This is an optimization exercise on Yosys and OpenROAD, whose aim is small area, not a production implementation. Function was checked by simulation only, so behaviour that the tests miss may differ from the original. Power is estimated from default activity; no workload was simulated.

==> flow/design.v (outline; a module is shown in full before it is edited, if it fits) <==
// module SEG7: 25 lines
// module VGA_Controller: 33 lines
// module keyPad_decoder: 56 lines
// module back_ground_draw: 17 lines
// module smiley_move: 114 lines
// module smileyBitMap: 2138 lines
// module NumbersBitMap: 851 lines
// module random: 18 lines
// module HartsMatrixBitMap: 2258 lines
// module objects_mux: 21 lines
// module game_controller: 35 lines
// module vga_game_top: 70 lines
module vga_game_top (
	input  logic        clk,
	input  logic        resetN,
	input  logic [8:0]  keyCode,
	input  logic        make,
	input  logic        brakee,
	output logic [18:0] bg_address,
	input  logic [7:0]  bg_data,
	output logic [27:0] oVGA,
	output logic [6:0]  HEX0,
	output logic [7:0]  BG_RGB,
	output logic        boardersDrawReq
);
  // ...
==> flow/run.sh <==
#!/bin/bash
# synth_recipe.tcl (not shown) runs the flow's synth.tcl, then flattens the netlist and writes it again
# the make line also repeats each setting of config.mk as NAME=value (left out here)
make -C /OpenROAD-flow-scripts/flow DESIGN_CONFIG=/design/flow/config.mk WORK_HOME=/design/flow/orfs CLKGATE_MAP_FILE= SYNTH_SCRIPT=/design/flow/synth_recipe.tcl finish
==> flow/config.mk <==
export PLATFORM = sky130hd
export DESIGN_NAME = vga_game_top
export DESIGN_NICKNAME = vga_game_top
export VERILOG_FILES = /design/flow/design.v
export SDC_FILE = /design/flow/constraint.sdc
export NUM_CORES = 4
export LEC_CHECK = 0
export ABC_AREA = 1
export CAP_MARGIN = 20
export CORE_MARGIN = 2
export CORE_UTILIZATION = 40
export SLEW_MARGIN = 20
export SYNTH_MEMORY_MAX_BITS = 65536
==> flow/constraint.sdc <==
create_clock -name core_clock -period 10.0 [get_ports {clk}]
set_input_delay 2.0000 -clock core_clock [delete_from_list [all_inputs] [get_ports {clk}]]
set_output_delay 2.0000 -clock core_clock [all_outputs]
set_load 0.01 [all_outputs]
==> impl_metrics.toml, run 1 <==
[outcome]
status = "no timing/DRC/antenna violations"

[power]
pg_clk_w = 0.000654
swShare_pct = 31.72
p_seq_w = 0.000517

[cts]
clk_latency_ps = 460
clock-sinks = 115
cts.repair.resized = 0

[global_routing]
grt_max_degree = 66
use_met1_pct = 58.75

[timing]
tns_ps = 0
finalSetupViolations = 0
fin_hold_ws_ps = 349.2
worstMarginPinSlew_ps = 1173

[layout]
fillers = 6525
top_regs = "smv.ypos x16, smv.xq x14, smv.yspeed x11"
largest_reg_flops = 16
area_delta_synth_final_pct = 7.394
nMultiInputCombCells = 3376
n_sequential_cell = 115

[synth]
yosysTopAreaCell = "nand2_1"
netlist-cell-type-count = 75
netlist_area_um2 = 23560
ys.warnings.count = 4591
synthFlopType = "edfxtp_1"

[setup_path]
slowest_stage = "dfrtp_2"
timing.rr.end = "mux.RGBOut[1]"
arrival_ps = 4750
critPathMaxStageDelay_ps = 660
crit_path_start_kind = "register"
cp-end-kind = "output pin"

[route]
highest_layer = "met5"
met3WireLength_um = 22710

[die]
core_um2 = 57920
die_w_um = 246.7
==> module SEG7, before the edit <==
module SEG7 (
	input  logic [3:0] iDIG,
	output logic [6:0] oSEG
);
	always_comb begin
		case (iDIG)
			4'h1: oSEG = 7'b1111001;
			4'h2: oSEG = 7'b0100100;
			4'h3: oSEG = 7'b0110000;
			4'h4: oSEG = 7'b0011001;
			4'h5: oSEG = 7'b0010010;
			4'h6: oSEG = 7'b0000010;
			4'h7: oSEG = 7'b1111000;
			4'h8: oSEG = 7'b0000000;
			4'h9: oSEG = 7'b0011000;
			4'ha: oSEG = 7'b0001000;
			4'hb: oSEG = 7'b0000011;
			4'hc: oSEG = 7'b1000110;
			4'hd: oSEG = 7'b0100001;
			4'he: oSEG = 7'b0000110;
			4'hf: oSEG = 7'b0001110;
			default: oSEG = 7'b1000000;
		endcase
	end
endmodule
==> module smiley_move, before the edit <==
module smiley_move (
	input  logic        clk,
	input  logic        resetN,
	input  logic        startOfFrame,
	input  logic        Y_direction_key,
	input  logic        toggle_x_key,
	input  logic        collision,
	input  logic [3:0]  HitEdgeCode,
	output logic [9:0]  topLeftX,      
	output logic [9:0]  topLeftY       
);
	localparam logic [2:0] IDLE_ST = 3'd0, MOVE_ST = 3'd1, START_OF_FRAME_ST = 3'd2,
	                       POSITION_CHANGE_ST = 3'd3, POSITION_LIMITS_ST = 3'd4;
	localparam int XOFS = 128;
	localparam int XLEFT = (2*64 + XOFS) / 4, XRIGHT = (573*64 + XOFS) / 4;
	logic [2:0]  state;
	logic        xneg;             
	logic signed [10:0] yspeed;
	logic [13:0] xq;
	logic signed [15:0] ypos;
	logic        toggle_d;
	logic h1, h2, h3, h4, h6, h8, h9, hC;
	always_ff @(posedge clk or negedge resetN) begin
		if (!resetN) state <= IDLE_ST;
		else case (state)
			IDLE_ST:            if (startOfFrame) state <= MOVE_ST;
			MOVE_ST:            if (startOfFrame) state <= START_OF_FRAME_ST;
			START_OF_FRAME_ST:  state <= POSITION_CHANGE_ST;
			POSITION_CHANGE_ST: state <= POSITION_LIMITS_ST;
			default:            state <= MOVE_ST;
		endcase
	end
	always_ff @(posedge clk)
		toggle_d <= toggle_x_key;
	always_ff @(posedge clk) begin
		if (state == IDLE_ST || state == START_OF_FRAME_ST)
			{h1, h2, h3, h4, h6, h8, h9, hC} <= 8'b0;
		else if (state == MOVE_ST && collision) begin
			if (HitEdgeCode == 4'h1) h1 <= 1'b1;
			if (HitEdgeCode == 4'h2) h2 <= 1'b1;
			if (HitEdgeCode == 4'h3) h3 <= 1'b1;
			if (HitEdgeCode == 4'h4) h4 <= 1'b1;
			if (HitEdgeCode == 4'h6) h6 <= 1'b1;
			if (HitEdgeCode == 4'h8) h8 <= 1'b1;
			if (HitEdgeCode == 4'h9) h9 <= 1'b1;
			if (HitEdgeCode == 4'hC) hC <= 1'b1;
		end
	end
	logic [7:0] hits;
	assign hits = {hC, h9, h8, h6, h4, h3, h2, h1};
	logic b_none, b_left, b_top, b_right, b_bottom, b_both;
	always_comb begin
		b_none = 1'b0; b_left = 1'b0; b_top = 1'b0; b_right = 1'b0; b_bottom = 1'b0; b_both = 1'b0;
		case (hits)
			8'b00000000: b_none = 1'b1;
			8'b10000000, 8'b00010000, 8'b00000100, 8'b01000000: b_both = 1'b1;
			8'b00100000, 8'b10100000, 8'b01100000, 8'b11000000, 8'b11100000: b_left = 1'b1;
			8'b00001000, 8'b10001000, 8'b00011000, 8'b10010000, 8'b10011000: b_top = 1'b1;
			8'b00000010, 8'b00010010, 8'b00000110, 8'b00010100, 8'b00010110: b_right = 1'b1;
			8'b00000001, 8'b01000001, 8'b00000101: b_bottom = 1'b1;
			default: b_both = 1'b1;
		endcase
	end
	logic        yneg, yload;
	logic [1:0]  yk;
	always_comb begin
		yneg = 1'b0; yk = 2'd0; yload = 1'b0;
		case (state)
			MOVE_ST:
				if (Y_direction_key && yspeed > 0) begin yneg = 1'b1; yk = 2'd1; yload = 1'b1; end
			START_OF_FRAME_ST: begin
				if (b_both) begin yneg = 1'b1; yk = 2'd1; yload = 1'b1; end
				if (b_top && yspeed < 0) begin yneg = 1'b1; yk = 2'd0; yload = 1'b1; end
				if (b_bottom && yspeed > 0) begin yneg = 1'b1; yk = 2'd2; yload = 1'b1; end
			end
			POSITION_CHANGE_ST:
				if (yspeed < 11'sd500) begin yk = 2'd2; yload = 1'b1; end
			default: ;
		endcase
	end
	logic signed [15:0] ysum16;
	assign ysum16 = ypos + {{5{yspeed[10]}}, yspeed};
	logic signed [10:0] ysum;
	assign ysum = (yneg ? ~yspeed : yspeed) + {9'b0, yk};
	always_ff @(posedge clk) begin
		case (state)
			IDLE_ST: begin
				xneg <= 1'b0;
				yspeed <= 11'sd50;
				xq <= 14'((280*64 + XOFS) / 4);
				ypos <= 16'sd2048;
			end
			MOVE_ST: begin
				if (yload) yspeed <= ysum;
				if (toggle_x_key && !toggle_d) xneg <= !xneg;
			end
			START_OF_FRAME_ST: begin
				if (yload) yspeed <= ysum;
				if (b_both || (b_left && xneg) || (b_right && !xneg)) xneg <= !xneg;
			end
			POSITION_CHANGE_ST: begin
				if (yload) yspeed <= ysum;
				if (xneg) xq <= (xq < 14'(XLEFT + 15))  ? 14'(XLEFT)  : xq - 14'd15;
				else      xq <= (xq > 14'(XRIGHT - 15)) ? 14'(XRIGHT) : xq + 14'd15;
				if (ysum16 < 16'sd128)        ypos <= 16'sd128;
				else if (ysum16 > 16'sd26432) ypos <= 16'sd26432;
				else                          ypos <= ysum16;
			end
			default: ;
		endcase
	end
	assign topLeftX = xq[13:4];
	assign topLeftY = ypos[15:6];
endmodule
==> module vga_game_top, before the edit <==
module vga_game_top (
	input  logic        clk,
	input  logic        resetN,
	input  logic [8:0]  keyCode,
	input  logic        make,
	input  logic        brakee,
	output logic [18:0] bg_address,
	input  logic [7:0]  bg_data,
	output logic [27:0] oVGA,
	output logic [6:0]  HEX0,
	output logic [7:0]  BG_RGB,
	output logic        boardersDrawReq
);
	logic [9:0] hx, vy;
	logic       startOfFrame, hblank, vblank, HS, VS;
	VGA_Controller vga (.clk(clk), .resetN(resetN), .hx(hx), .vy(vy),
		.startOfFrame(startOfFrame), .hblank(hblank), .vblank(vblank),
		.HS(HS), .VS(VS), .address(bg_address));
	logic [7:0] RGB;
	assign oVGA = {!(hblank || vblank), 1'b1, VS, HS,
	               RGB[1:0], {6{RGB[1]}}, RGB[4:2], {5{RGB[4]}}, RGB[7:5], {5{RGB[7]}}};
	logic [3:0] key, key_d;
	logic       keyValid, keyValid_d, key8, enter;
	keyPad_decoder kbd (.clk(clk), .resetN(resetN), .keyCode(keyCode), .make(make),
		.brakee(brakee), .key8(key8), .enter(enter), .key(key), .keyIsValid(keyValid));
	always_ff @(posedge clk) begin
		key_d <= key;
		keyValid_d <= keyValid;
	end
	SEG7 seg (.iDIG(key), .oSEG(HEX0));
	back_ground_draw bg (.hx(hx), .vy(vy), .BG_RGB(BG_RGB), .boardersDrawReq(boardersDrawReq));
	logic [9:0]  smTLX, smTLY;
	logic        collision, singleHit;
	logic [3:0]  HitEdgeCode;
	smiley_move smv (.clk(clk), .resetN(resetN), .startOfFrame(startOfFrame),
		.Y_direction_key(key8), .toggle_x_key(enter), .collision(collision),
		.HitEdgeCode(HitEdgeCode), .topLeftX(smTLX), .topLeftY(smTLY));
	logic [10:0] sdx, sdy;
	logic        smInside, smileyDR;
	logic [7:0]  smileyRGB;
	assign sdx = {1'b0, hx} - {1'b0, smTLX};
	assign sdy = {1'b0, vy} - {1'b0, smTLY};
	assign smInside = (sdx[10:6] == 5'd0) && (sdy[10:5] == 6'd0);
	logic        smT;
	smileyBitMap smb (.offsetX(sdx[5:0]), .offsetY(sdy[4:0]), .RGB(smileyRGB),
		.transparent(smT), .HitEdgeCode(HitEdgeCode));
	assign smileyDR = smInside && !smT;
	logic [7:0]  boxY;
	logic [9:0]  bdy;
	logic        boxInside, numPixel, numberDR;
	random rnd (.clk(clk), .resetN(resetN), .rise(singleHit), .dout(boxY));
	assign bdy = vy - {2'b0, boxY};
	assign boxInside = (hx >= 10'd302) && (hx <= 10'd317) && (bdy[9:5] == 5'd0);
	NumbersBitMap nbm (.offsetX(hx[3:0] + 4'd2), .offsetY(bdy[4:0]), .digit(key_d), .pixel(numPixel));
	assign numberDR = boxInside && numPixel;
	logic        hartDR, hartT;
	logic [7:0]  hartRGB;
	HartsMatrixBitMap hbm (.hx(hx), .vy(vy), .random_hart(keyValid_d), .RGB(hartRGB), .transparent(hartT));
	assign hartDR = !hartT;
	objects_mux mux (.clk(clk),
		.smileyDrawingRequest(smileyDR), .smileyRGB(smileyRGB),
		.box_drawingRequest(numberDR), .boxRGB(8'hE0),
		.HartDrawingRequest(hartDR), .hartRGB(hartRGB),
		.backGroundRGB(BG_RGB), .BGDrawingRequest(boardersDrawReq),
		.RGB_MIF(bg_data), .RGBOut(RGB));
	game_controller gc (.clk(clk), .resetN(resetN), .startOfFrame(startOfFrame),
		.drawing_request_smiley(smileyDR), .drawing_request_boarders(boardersDrawReq),
		.numberDrawingRequest(numberDR), .drawing_request_hart(hartDR),
		.collision(collision), .SingleHitPulse(singleHit));
endmodule
==> inputs of run 2 (changes only) <==
--- a/flow/design.v
+++ b/flow/design.v
@@ -13,12 +13,12 @@
 			4'h7: oSEG = 7'b1111000;
 			4'h8: oSEG = 7'b0000000;
 			4'h9: oSEG = 7'b0011000;
-			4'ha: oSEG = 7'b0001000;
-			4'hb: oSEG = 7'b0000011;
-			4'hc: oSEG = 7'b1000110;
-			4'hd: oSEG = 7'b0100001;
-			4'he: oSEG = 7'b0000110;
-			4'hf: oSEG = 7'b0001110;
+			4'ha: oSEG = 7'b0000100;
+			4'hb: oSEG = 7'b0010000;
+			4'hc: oSEG = 7'b0011000;
+			4'hd: oSEG = 7'b0010010;
+			4'he: oSEG = 7'b0000010;
+			4'hf: oSEG = 7'b0011000;
 			default: oSEG = 7'b1000000;
 		endcase
 	end
@@ -138,10 +138,16 @@
 	input  logic        collision,
 	input  logic [3:0]  HitEdgeCode,
 	output logic [9:0]  topLeftX,      
-	output logic [9:0]  topLeftY       
+	output logic [9:0]  topLeftY,      
+	output logic        hide,          
+	input  logic [9:0]  hx             
 );
 	localparam logic [2:0] IDLE_ST = 3'd0, MOVE_ST = 3'd1, START_OF_FRAME_ST = 3'd2,
-	                       POSITION_CHANGE_ST = 3'd3, POSITION_LIMITS_ST = 3'd4;
+	                       PRE_ST = 3'd3,      
+	                       WAIT_ST = 3'd4,     
+	                       SER_ST = 3'd5,      
+	                       FIN1_ST = 3'd6,     
+	                       FIN2_ST = 3'd7;     
 	localparam int XOFS = 128;
 	localparam int XLEFT = (2*64 + XOFS) / 4, XRIGHT = (573*64 + XOFS) / 4;
 	logic [2:0]  state;
@@ -156,13 +162,23 @@
 		else case (state)
 			IDLE_ST:            if (startOfFrame) state <= MOVE_ST;
 			MOVE_ST:            if (startOfFrame) state <= START_OF_FRAME_ST;
-			START_OF_FRAME_ST:  state <= POSITION_CHANGE_ST;
-			POSITION_CHANGE_ST: state <= POSITION_LIMITS_ST;
+			START_OF_FRAME_ST:  state <= PRE_ST;
+			PRE_ST:             if (hx == 10'd900) state <= WAIT_ST;
+			WAIT_ST:            if (hx == 10'd927) state <= SER_ST;
+			SER_ST:             if (hx == 10'd943) state <= FIN1_ST;
+			FIN1_ST:            state <= FIN2_ST;
 			default:            state <= MOVE_ST;
 		endcase
 	end
 	always_ff @(posedge clk)
 		toggle_d <= toggle_x_key;
+	logic seen8, tpar, recording;
+	assign recording = (state == WAIT_ST) || (state == SER_ST) || (state == FIN1_ST);
+	always_ff @(posedge clk) begin
+		seen8 <= recording && (seen8 || Y_direction_key);
+		tpar  <= recording && (tpar ^ (toggle_x_key && !toggle_d));
+	end
+	assign hide = (state == SER_ST) || (state == FIN1_ST);
 	always_ff @(posedge clk) begin
 		if (state == IDLE_ST || state == START_OF_FRAME_ST)
 			{h1, h2, h3, h4, h6, h8, h9, hC} <= 8'b0;
@@ -204,13 +220,26 @@
 				if (b_top && yspeed < 0) begin yneg = 1'b1; yk = 2'd0; yload = 1'b1; end
 				if (b_bottom && yspeed > 0) begin yneg = 1'b1; yk = 2'd2; yload = 1'b1; end
 			end
-			POSITION_CHANGE_ST:
+			FIN1_ST:
 				if (yspeed < 11'sd500) begin yk = 2'd2; yload = 1'b1; end
+			FIN2_ST:
+				if ((seen8 || Y_direction_key) && yspeed > 0) begin yneg = 1'b1; yk = 2'd1; yload = 1'b1; end
 			default: ;
 		endcase
 	end
-	logic signed [15:0] ysum16;
-	assign ysum16 = ypos + {{5{yspeed[10]}}, yspeed};
+	logic [3:0] k;
+	logic       cy, cx, yb, xb, ys_bit, xs_bit, cy_in, cx_in;
+	assign k = hx[3:0];
+	assign cy_in = (k != 4'd0) && cy;
+	assign cx_in = (k != 4'd0) && cx;
+	assign yb = (k < 4'd11) ? yspeed[0] : yspeed[10];      
+	assign xb = (k < 4'd4) ? (!xneg || k == 4'd0) : xneg;   
+	assign ys_bit = ypos[0] ^ yb ^ cy_in;
+	assign xs_bit = xq[0] ^ xb ^ cx_in;
+	always_ff @(posedge clk) begin
+		cy <= (ypos[0] & yb) | (cy_in & (ypos[0] ^ yb));
+		cx <= (xq[0] & xb) | (cx_in & (xq[0] ^ xb));
+	end
 	logic signed [10:0] ysum;
 	assign ysum = (yneg ? ~yspeed : yspeed) + {9'b0, yk};
 	always_ff @(posedge clk) begin
@@ -229,13 +258,21 @@
 				if (yload) yspeed <= ysum;
 				if (b_both || (b_left && xneg) || (b_right && !xneg)) xneg <= !xneg;
 			end
-			POSITION_CHANGE_ST: begin
+			SER_ST: begin
+				ypos <= {ys_bit, ypos[15:1]};
+				if (k < 4'd14) xq <= {xs_bit, xq[13:1]};
+				if (k < 4'd11) yspeed <= {yspeed[0], yspeed[10:1]};
+			end
+			FIN1_ST: begin
+				if (yload) yspeed <= ysum;
+				if (xq < 14'(XLEFT))  xq <= 14'(XLEFT);
+				if (xq > 14'(XRIGHT)) xq <= 14'(XRIGHT);
+				if (ypos < 16'sd128)   ypos <= 16'sd128;
+				if (ypos > 16'sd26432) ypos <= 16'sd26432;
+			end
+			FIN2_ST: begin
 				if (yload) yspeed <= ysum;
-				if (xneg) xq <= (xq < 14'(XLEFT + 15))  ? 14'(XLEFT)  : xq - 14'd15;
-				else      xq <= (xq > 14'(XRIGHT - 15)) ? 14'(XRIGHT) : xq + 14'd15;
-				if (ysum16 < 16'sd128)        ypos <= 16'sd128;
-				else if (ysum16 > 16'sd26432) ypos <= 16'sd26432;
-				else                          ypos <= ysum16;
+				if (tpar ^ (toggle_x_key && !toggle_d)) xneg <= !xneg;
 			end
 			default: ;
 		endcase
@@ -5596,17 +5633,18 @@
 	SEG7 seg (.iDIG(key), .oSEG(HEX0));
 	back_ground_draw bg (.hx(hx), .vy(vy), .BG_RGB(BG_RGB), .boardersDrawReq(boardersDrawReq));
 	logic [9:0]  smTLX, smTLY;
-	logic        collision, singleHit;
+	logic        collision, singleHit, smHide;
 	logic [3:0]  HitEdgeCode;
 	smiley_move smv (.clk(clk), .resetN(resetN), .startOfFrame(startOfFrame),
 		.Y_direction_key(key8), .toggle_x_key(enter), .collision(collision),
-		.HitEdgeCode(HitEdgeCode), .topLeftX(smTLX), .topLeftY(smTLY));
+		.HitEdgeCode(HitEdgeCode), .topLeftX(smTLX), .topLeftY(smTLY),
+		.hide(smHide), .hx(hx));
 	logic [10:0] sdx, sdy;
 	logic        smInside, smileyDR;
 	logic [7:0]  smileyRGB;
 	assign sdx = {1'b0, hx} - {1'b0, smTLX};
 	assign sdy = {1'b0, vy} - {1'b0, smTLY};
-	assign smInside = (sdx[10:6] == 5'd0) && (sdy[10:5] == 6'd0);
+	assign smInside = (sdx[10:6] == 5'd0) && (sdy[10:5] == 6'd0) && !smHide;
 	logic        smT;
 	smileyBitMap smb (.offsetX(sdx[5:0]), .offsetY(sdy[4:0]), .RGB(smileyRGB),
 		.transparent(smT), .HitEdgeCode(HitEdgeCode));
==> flow/flow/run.sh (new file) <==
#!/bin/bash
# The standard layout with two changes:
#  - synthesis: synth_recipe.tcl unchanged, except that its ABC technology
#    mapping runs flow/strong_area.abc (deep AIG resynthesis, then iterated area-recovering mapping)
#    instead of ORFS's abc_area.script; registers are mapped before ABC runs,
#    so they are the standard synthesis's;
#  - the port buffers use the smallest buffer cell (buf_1) instead of the
#    default clkdlybuf4s50_1; every port still gets a buffer.
# Each tool's full output goes to the ORFS logs under orfs/logs and to
# standard_flow.log here.
set -euo pipefail
WORK=$(pwd)
cat > "$WORK/strong_synth.tcl" <<EOT
proc abc {args} {
  set i [lsearch \$args -script]
  if {\$i >= 0} { lset args [expr {\$i + 1}] $WORK/flow/strong_area.abc }
  yosys abc {*}\$args
}
source $WORK/synth_recipe.tcl
EOT
grep -q "SYNTH_SCRIPT=$WORK/synth_recipe.tcl" standard.sh
sed "s#SYNTH_SCRIPT=$WORK/synth_recipe.tcl#SYNTH_SCRIPT=$WORK/strong_synth.tcl#" standard.sh > strong_standard.sh
export BUFFER_PORTS_ARGS="-buffer_cell sky130_fd_sc_hd__buf_1"
bash strong_standard.sh > standard_flow.log 2>&1
==> flow/flow/strong_area.abc (new file) <==
strash
&get -n
&deepsyn -T 300
&dch
&nf -R 1000
&st
&dch
&nf -R 1000
&put
topo
==> flow/standard.sh (new file) <==
#!/bin/bash
# synth_recipe.tcl (not shown) runs the flow's synth.tcl, then flattens the netlist and writes it again
# the make line also repeats each setting of config.mk as NAME=value (left out here)
make -C /OpenROAD-flow-scripts/flow DESIGN_CONFIG=/design/flow/config.mk WORK_HOME=/design/flow/orfs CLKGATE_MAP_FILE= SYNTH_SCRIPT=/design/flow/synth_recipe.tcl "${@:-finish}"
removed: flow/run.sh
==> run 2 against run 1 <==
Net effect:
- first-iteration DRC count increased by 26%
- via count shrank 10%
- non-clock buffer count up 49
- critical path type is now register to register
==> impl_metrics.toml, run 2 <==
[synth]
synthTopCellsByArea = "a21oi_1 9.5%, nand2_1 8.1%, o21ai_0 8.0%"
synth_top_area_share_pct = 9.494
seq_area_frac_synth_pct = 16.29
synth_seq_cells = 119
synth_nets = 3007
netlist-cell-type-count = 67
syn_inst = 2863
ys_async_sr_fraction_pct = 42.02
netlist_area_um2 = 18870
ys.warnings.count = 4591
synth_commonest_cells = "409 x nand2_1, 364 x nor2_1, 358 x a21oi_1"
avgSynthCellArea_um2 = 6.592
synth_edf_count = 42
synthFlopType = "edfxtp_1"
yosysMostFrequentCell = "nand2_1"
yosysTopAreaCell = "a21oi_1"

[setup_path]
crit_type = "register to register"
reg2reg_slack_ps = 2710
r2r-start = "vga.hx[2]"
slowest_stage = "ha_2"
cp-end-kind = "register"
crit_chain = "clkinv_1, ha_2, buf_4, nand2_1, nand2_1, nor2_1, or3_1, a21oi_1, nand4_1, a31oi_1, a21oi_1, o221ai_1, a21oi_1, a32oi_1, nor2_1, a2111oi_1, nand2_1, nand2_1, nor3_1, o311ai_0, o21ai_0, a2111oi_0"
critPathMaxFanout = 27
crit_path_start_kind = "register"
crit_top_cell = "nand2_1"
critPathMaxStageDelay_ps = 860
arrival_ps = 7600
rr_worst_depth = 22
required_ps = 10300
crit_family = "compound AO/OA/AOI/OAI gates"
timing.rr.end = "mux.RGBOut[6]"
cp_num_buf_inv = 2

[global_routing]
grt_max_degree = 55
grt_overflow = 0
track_usage_pct = 51.70
grt_pass1_vias = 27630
grt_pass1_wl_um = 190500
antenna_found_initial = 9

[layout]
largest_reg_flops = 16
fin_cells = 3690
final_common_cell = "nand2_1"
nets = 3201
area_delta_synth_final_pct = 13.29
largest-register = "smv.ypos"
layout_common_cells = "409 x nand2_1, 358 x a21oi_1, 357 x nor2_1"
drive_above_1_share_pct = 5.993
top_regs = "smv.ypos x16, smv.xq x14, smv.yspeed x11"

[power]
p_leak_nw = 7.796
power_density_nw_per_um2 = 61.28
ir_drop_mv = 0.1544
total_power_w = 0.001310

[route]
via_per_inst = 8.115
avgRoutedWirePerCell_um = 36.08
wirelength_um = 133100
ant_nets = 0
firstDrtPassIters = 23
num_vias = 29940
drt-initial-drc-count = 7722
route.detailed.drc = 0

[timing]
period_needed_ps = 7293
hold_violations = 0
fmax_ghz = 0.1371
slew_viol_final = 0
tns_ps = 0
finalSetupViolations = 0
worstMarginPinSlew_ps = 1247
slew_headroom_pct = 16.56
rsz0062_at_grt = "false"
finalCritPeriodShare_pct = 72.93
finalClockSkew_ps = 12.48

[cts]
clock-sinks = 119
tritoncts = "yes"
clk_latency_ps = 440
cts_setup_buffers = 0
cts_hold_buffers = 0
clk_pin_slew_ps = 60
htree_levels = 4
numCtsBuffers = 17
clock_path_buffers = 2
cts-root-buf = "clkbuf_16"
cts.repair.resized = 0

[die]
die_h_um = 221.2
boundaryPins = 84
rows = 79
dieArea_um2 = 48930
core_um2 = 46560
die_w_um = 221.2
start_util_pct = 40.54

[placement]
dpl.hpwl_um = 91610
routabilityCongestion = 1.245
dp_cells = 3642
portBuffers = 82

[worst_hold_path]
worstHoldEndpoint = "gc.pulse_d"
min_from = "gc.pulse"
holdPathStages = 0
hold_path.class = "register to register"

[outcome]
status = "no timing/DRC/antenna violations"

[job]
cap_violations = 0
run 2: cell types whose count changed after synthesis, moves of 63 or more:
cell,delta
nand3_1,-233
buf_2,-104
clkbuf_1,-70
nor2_1,-133
clkinv_1,+71
nand2_1,-618
inv_1,-451
o21ai_0,-63
run 2: metal layers:
metal  up-vias  routed length (um)  GRT usage (%)
met2      3619               48740          68.79
met4        12               12490          31.50
met1     13650               46100          61.72
li1      11490                   -              -
met5         -                 204          4.594
met3      1170               25600          31.78
run 2: kinds of logic (layout without fill, tap and decap cells):
logic type / Yosys count / after routing / synth area share (%)
xor gates and xnor gates: 59 / 59 / 2.738
buffers and inverters: 101 / 308 / 2.387
other: 1 / 14 / 0.01987
DFF: 119 / 119 / 16.29
adders and majority gates: 123 / 123 / 8.473
muxes: 4 / 4 / 0.2188
and+or+nand+nor: 1255 / 1255 / 30.31
AOI/OAI and AO/OA: 1201 / 1201 / 39.57
run 2: worst max path at each step:
stage / from / to / slack, ps / depth (start not counted)
final: vga.hx[2] / mux.RGBOut[6] / 2710 / 22
after global placement: vga.hx[2] / smv.hC / 3110 / 22
after global routing: vga.hx[2] / mux.RGBOut[6] / 2330 / 20
after CTS: vga.hx[2] / mux.RGBOut[6] / 2950 / 20
after floorplan: vga.hx[0] / mux.RGBOut[6] / 1480 / 19
after detailed placement: vga.hx[2] / mux.RGBOut[6] / 2980 / 20
run 2: where the power goes:
group | switching (W) | leakage [nW] | internal, W
logic | 0.0000998 | 6.20 | 0.0000497
registers | 0.0000193 | 1.31 | 0.000512
clock network | 0.000257 | 0.287 | 0.000372
run 2: area by class of cell:
type / count / area, um2
Antenna cell: 13 / 32.53
Clock buffer: 17 / 425.4
Clock inverter: 15 / 166.4
Fill cell: 4841 / 25180
Inverter: 82 / 307.8
Multi-Input combinational cell: 2643 / 15460
Sequential cell: 119 / 3077
Tap cell: 607 / 759.5
Timing Repair Buffer: 194 / 1150
run 2: stage by stage:
| stage | hold slack (ps) | worst slack, ps | utilization (%) | area, um2 |
|---|---|---|---|---|
| after CTS | 360.6 | 2947 | 45.76 | 21300 |
| after detailed placement | 336.5 | 2976 | 44.49 | 20710 |
| after floorplan | 331.2 | 1477 | - | 18870 |
| after global placement | 335.0 | 3111 | 44.49 | 20710 |
| after global routing | 360.7 | 2331 | 45.88 | 21360 |
| final | 361.8 | 2707 | 45.92 | 21380 |
==> inputs of run 3 (changes only) <==
--- a/flow/flow/run.sh
+++ b/flow/flow/run.sh
@@ -5,7 +5,9 @@
 #    instead of ORFS's abc_area.script; registers are mapped before ABC runs,
 #    so they are the standard synthesis's;
 #  - the port buffers use the smallest buffer cell (buf_1) instead of the
-#    default clkdlybuf4s50_1; every port still gets a buffer.
+#    default clkdlybuf4s50_1; every port still gets a buffer;
+#  - clock tree synthesis runs with ORFS's default arguments plus
+#    -dont_use_dummy_load (no dummy load cells for balancing).
 # Each tool's full output goes to the ORFS logs under orfs/logs and to
 # standard_flow.log here.
 set -euo pipefail
@@ -21,4 +23,5 @@
 grep -q "SYNTH_SCRIPT=$WORK/synth_recipe.tcl" standard.sh
 sed "s#SYNTH_SCRIPT=$WORK/synth_recipe.tcl#SYNTH_SCRIPT=$WORK/strong_synth.tcl#" standard.sh > strong_standard.sh
 export BUFFER_PORTS_ARGS="-buffer_cell sky130_fd_sc_hd__buf_1"
+export CTS_ARGS="-sink_clustering_enable -repair_clock_nets -dont_use_dummy_load"
 bash strong_standard.sh > standard_flow.log 2>&1
--- a/flow/config.mk
+++ b/flow/config.mk
@@ -8,6 +8,6 @@
 export ABC_AREA = 1
 export CAP_MARGIN = 20
 export CORE_MARGIN = 2
-export CORE_UTILIZATION = 40
+export CORE_UTILIZATION = 30
 export SLEW_MARGIN = 20
 export SYNTH_MEMORY_MAX_BITS = 65536
==> run 3 against run 2 <==
Net effect:
- sequential power up 0.9%
- critical path depth up 1
- area after synthesis unchanged
- non-clock buffer count up 11
- worst hold slack worse by 14 ps
- count of clock-buffer cells in the layout unchanged
- critical endpoint unchanged
- largest cell class unchanged
- highest routed layer unchanged
==> impl_metrics.toml, run 3 <==
[route]
route.detailed.drc = 0
ant_nets = 0
drt-initial-drc-count = 6464
avgRoutedWirePerCell_um = 34.74
num_vias = 28350
wirelength_um = 135700
firstDrtPassIters = 11
via_per_inst = 7.256

[cts]
numCtsBuffers = 17
clock_path_buffers = 2
cts_hold_buffers = 0
clock-sinks = 119
tritoncts = "yes"
clk_pin_slew_ps = 50
htree_levels = 4
cts-root-buf = "clkbuf_16"
cts_setup_buffers = 0
clk_latency_ps = 420
cts.repair.resized = 0

[layout]
largest_reg_flops = 16
top_regs = "smv.ypos x16, smv.xq x14, smv.yspeed x11"
fin_util_pct = 34.80
fillers = 6920
area_delta_synth_final_pct = 14.21
largest-register = "smv.ypos"
final_common_cell = "nand2_1"
layout_common_cells = "409 x nand2_1, 360 x nor2_1, 358 x a21oi_1"
nets = 3212
post-route-cell-area_um2 = 21550
drive_above_1_share_pct = 5.740
fin_cells = 3907

[global_routing]
grt_pass1_vias = 26450
grt_overflow = 0
grt_max_degree = 51
antenna_found_initial = 15
grt_pass1_wl_um = 191400
track_usage_pct = 40.50

[synth]
syn_inst = 2863
yosysTopAreaCell = "a21oi_1"
synth_commonest_cells = "409 x nand2_1, 364 x nor2_1, 358 x a21oi_1"
synthTopCellsByArea = "a21oi_1 9.5%, nand2_1 8.1%, o21ai_0 8.0%"
netlist_area_um2 = 18870
netlist-cell-type-count = 67
avgSynthCellArea_um2 = 6.592
synth_nets = 3007
synth_edf_count = 42
ys_async_sr_fraction_pct = 42.02
seq_area_frac_synth_pct = 16.29
yosysMostFrequentCell = "nand2_1"
ys.warnings.count = 4591
synthFlopType = "edfxtp_1"
synth_seq_cells = 119
synth_top_area_share_pct = 9.494

[timing]
slew_headroom_pct = 8.947
finalCritPeriodShare_pct = 71.04
slew_viol_final = 0
hold_violations = 0
finalClockSkew_ps = 15.96
rsz0062_at_grt = "false"
period_needed_ps = 7104
fmax_ghz = 0.1408
finalSetupViolations = 0
tns_ps = 0
worstMarginPinSlew_ps = 1361

[setup_path]
crit_family = "compound AO/OA/AOI/OAI gates"
slowest_stage = "a2111oi_1"
crit_chain = "clkinv_1, buf_4, ha_2, buf_4, nand2_1, nand2_1, nor2_1, or3_1, a21oi_1, nand4_1, a31oi_1, a21oi_1, o221ai_1, a21oi_1, a32oi_1, nor2_1, a2111oi_1, nand2_1, nand2_1, nor3_1, o311ai_0, o21ai_0, a2111oi_0"
critPathMaxStageDelay_ps = 770
crit_path_start_kind = "register"
required_ps = 10280
cp_num_buf_inv = 3
critPathMaxFanout = 34
cp-end-kind = "register"
crit_top_cell = "nand2_1"
arrival_ps = 7390
crit_type = "register to register"

[power]
power_density_nw_per_um2 = 54.66
ir_drop_mv = 0.1320
p_leak_nw = 7.767

[die]
die_w_um = 254.8
rows = 91
die_h_um = 254.8
start_util_pct = 30.47
boundaryPins = 84
dieArea_um2 = 64930
core_um2 = 61940

[placement]
dpl.hpwl_um = 96400
placed_cell_area_um2 = 21110
dp_cells = 3886
routabilityCongestion = 1.166
portBuffers = 82

[worst_hold_path]
hold_path.class = "register to register"

[job]
cap_violations = 0

[outcome]
status = "no timing/DRC/antenna violations"
[run 3: metal layers]
metal | track usage [%] | wire, um | vias up
met5 | 0 | 152 | -
met4 | 22.19 | 11020 | 18
met3 | 19.36 | 22350 | 889
met2 | 55.74 | 51110 | 2846
met1 | 51.41 | 51100 | 13090
li1 | - | - | 11510
[run 3: final timing paths]
| kind | start | endpoint | slack, ps | depth (start not counted) |
|---|---|---|---|---|
| hold / removal | gc.pulse | gc.pulse_d | 350 | 0 |
| max in group asynchronous | resetN | vga.hx[0] | 7790 | 2 |
| hold reg to reg | gc.pulse | gc.pulse_d | 350 | 0 |
| setup / recovery | vga.hx[1] | mux.RGBOut[6] | 2900 | 23 |
| min in group asynchronous | resetN | rnd.counter[2] | 1700 | 2 |
| setup reg to reg | vga.hx[1] | mux.RGBOut[6] | 2900 | 23 |
[run 3: final cells by class]
type                            instances  area, um2  share of cell area (%)
Multi-Input combinational cell       2643      15450                   71.70
Tap cell                              837       1047                   4.859
Clock buffer                           17      425.4                   1.974
Inverter                               82      307.8                   1.428
Timing Repair Buffer                  205       1232                   5.718
Antenna cell                            4      10.01                 0.04644
Sequential cell                       119       3077                   14.27
[run 3: where the power goes]
group,leakage [nW],internal (W),total [W],switching (W)
logic,6.25,0.0000497,0.000156,0.000106
registers,1.31,0.000513,0.000536,0.0000233
clock network,0.210,0.000293,0.000486,0.000194
[run 3: metrics by stage]
step / setup slack (ps) / hold WS [ps] / power (W)
detailed placement: 3228 / 337.9 / 0.0006949
global route: 2490 / 354.8 / 0.001217
finish: 2896 / 347.9 / 0.001178
CTS: 3188 / 347.3 / 0.001179
floorplan: 1477 / 331.2 / 0.0006220
global placement: 2978 / 332.6 / 0.0007013
[run 3: logic make-up (layout without fill, tap and decap cells)]
group / Yosys count / in the layout / share of synthesized area [%]
AND/OR/NAND/NOR: 1255 / 1255 / 30.31
AO/OA/AOI/OAI: 1201 / 1201 / 39.57
adder cells (fa/ha/maj): 123 / 123 / 8.473
flip-flops: 119 / 119 / 16.29
buffers and inverters: 101 / 304 / 2.387
XOR/XNOR: 59 / 59 / 2.738
multiplexers: 4 / 4 / 0.2188
other: 1 / 5 / 0.01987

port drivers added, routing unchanged:
No port has a modelled driver above. Below, the same layouts with a new extraction and two added sets of constraints.
Step 1 (the two cells are an assumption about what drives the block):
set clk [get_ports {clk}]
set_driving_cell -lib_cell sky130_fd_sc_hd__clkbuf_16 $clk
set_driving_cell -lib_cell sky130_fd_sc_hd__buf_2 [delete_from_list [all_inputs] $clk]
Step 2 also shifts input and output timing later by t, the mid clock arrival at the registers, as if the neighbouring blocks saw the same clock.
a / b / c = no drivers / after step 1 / after step 2; a / b = the first two.
| run | shift t [ns] | setup WS [ns] | hold WS [ns] | worst register clock-pin slew, ns |
|---|---|---|---|---|
| run 1 | 0.524 | 3.248 / 3.180 / 3.704 | 0.349 / 0.349 / 0.349 | 0.07 / 0.07 |
| run 2 | 0.473 | 2.707 / 2.707 / 2.707 | 0.362 / 0.362 / 0.362 | 0.06 / 0.06 |
| run 3 | 0.464 | 2.896 / 2.896 / 2.896 | 0.348 / 0.348 / 0.348 | 0.06 / 0.06 |
After both steps every run listed still meets setup and hold.
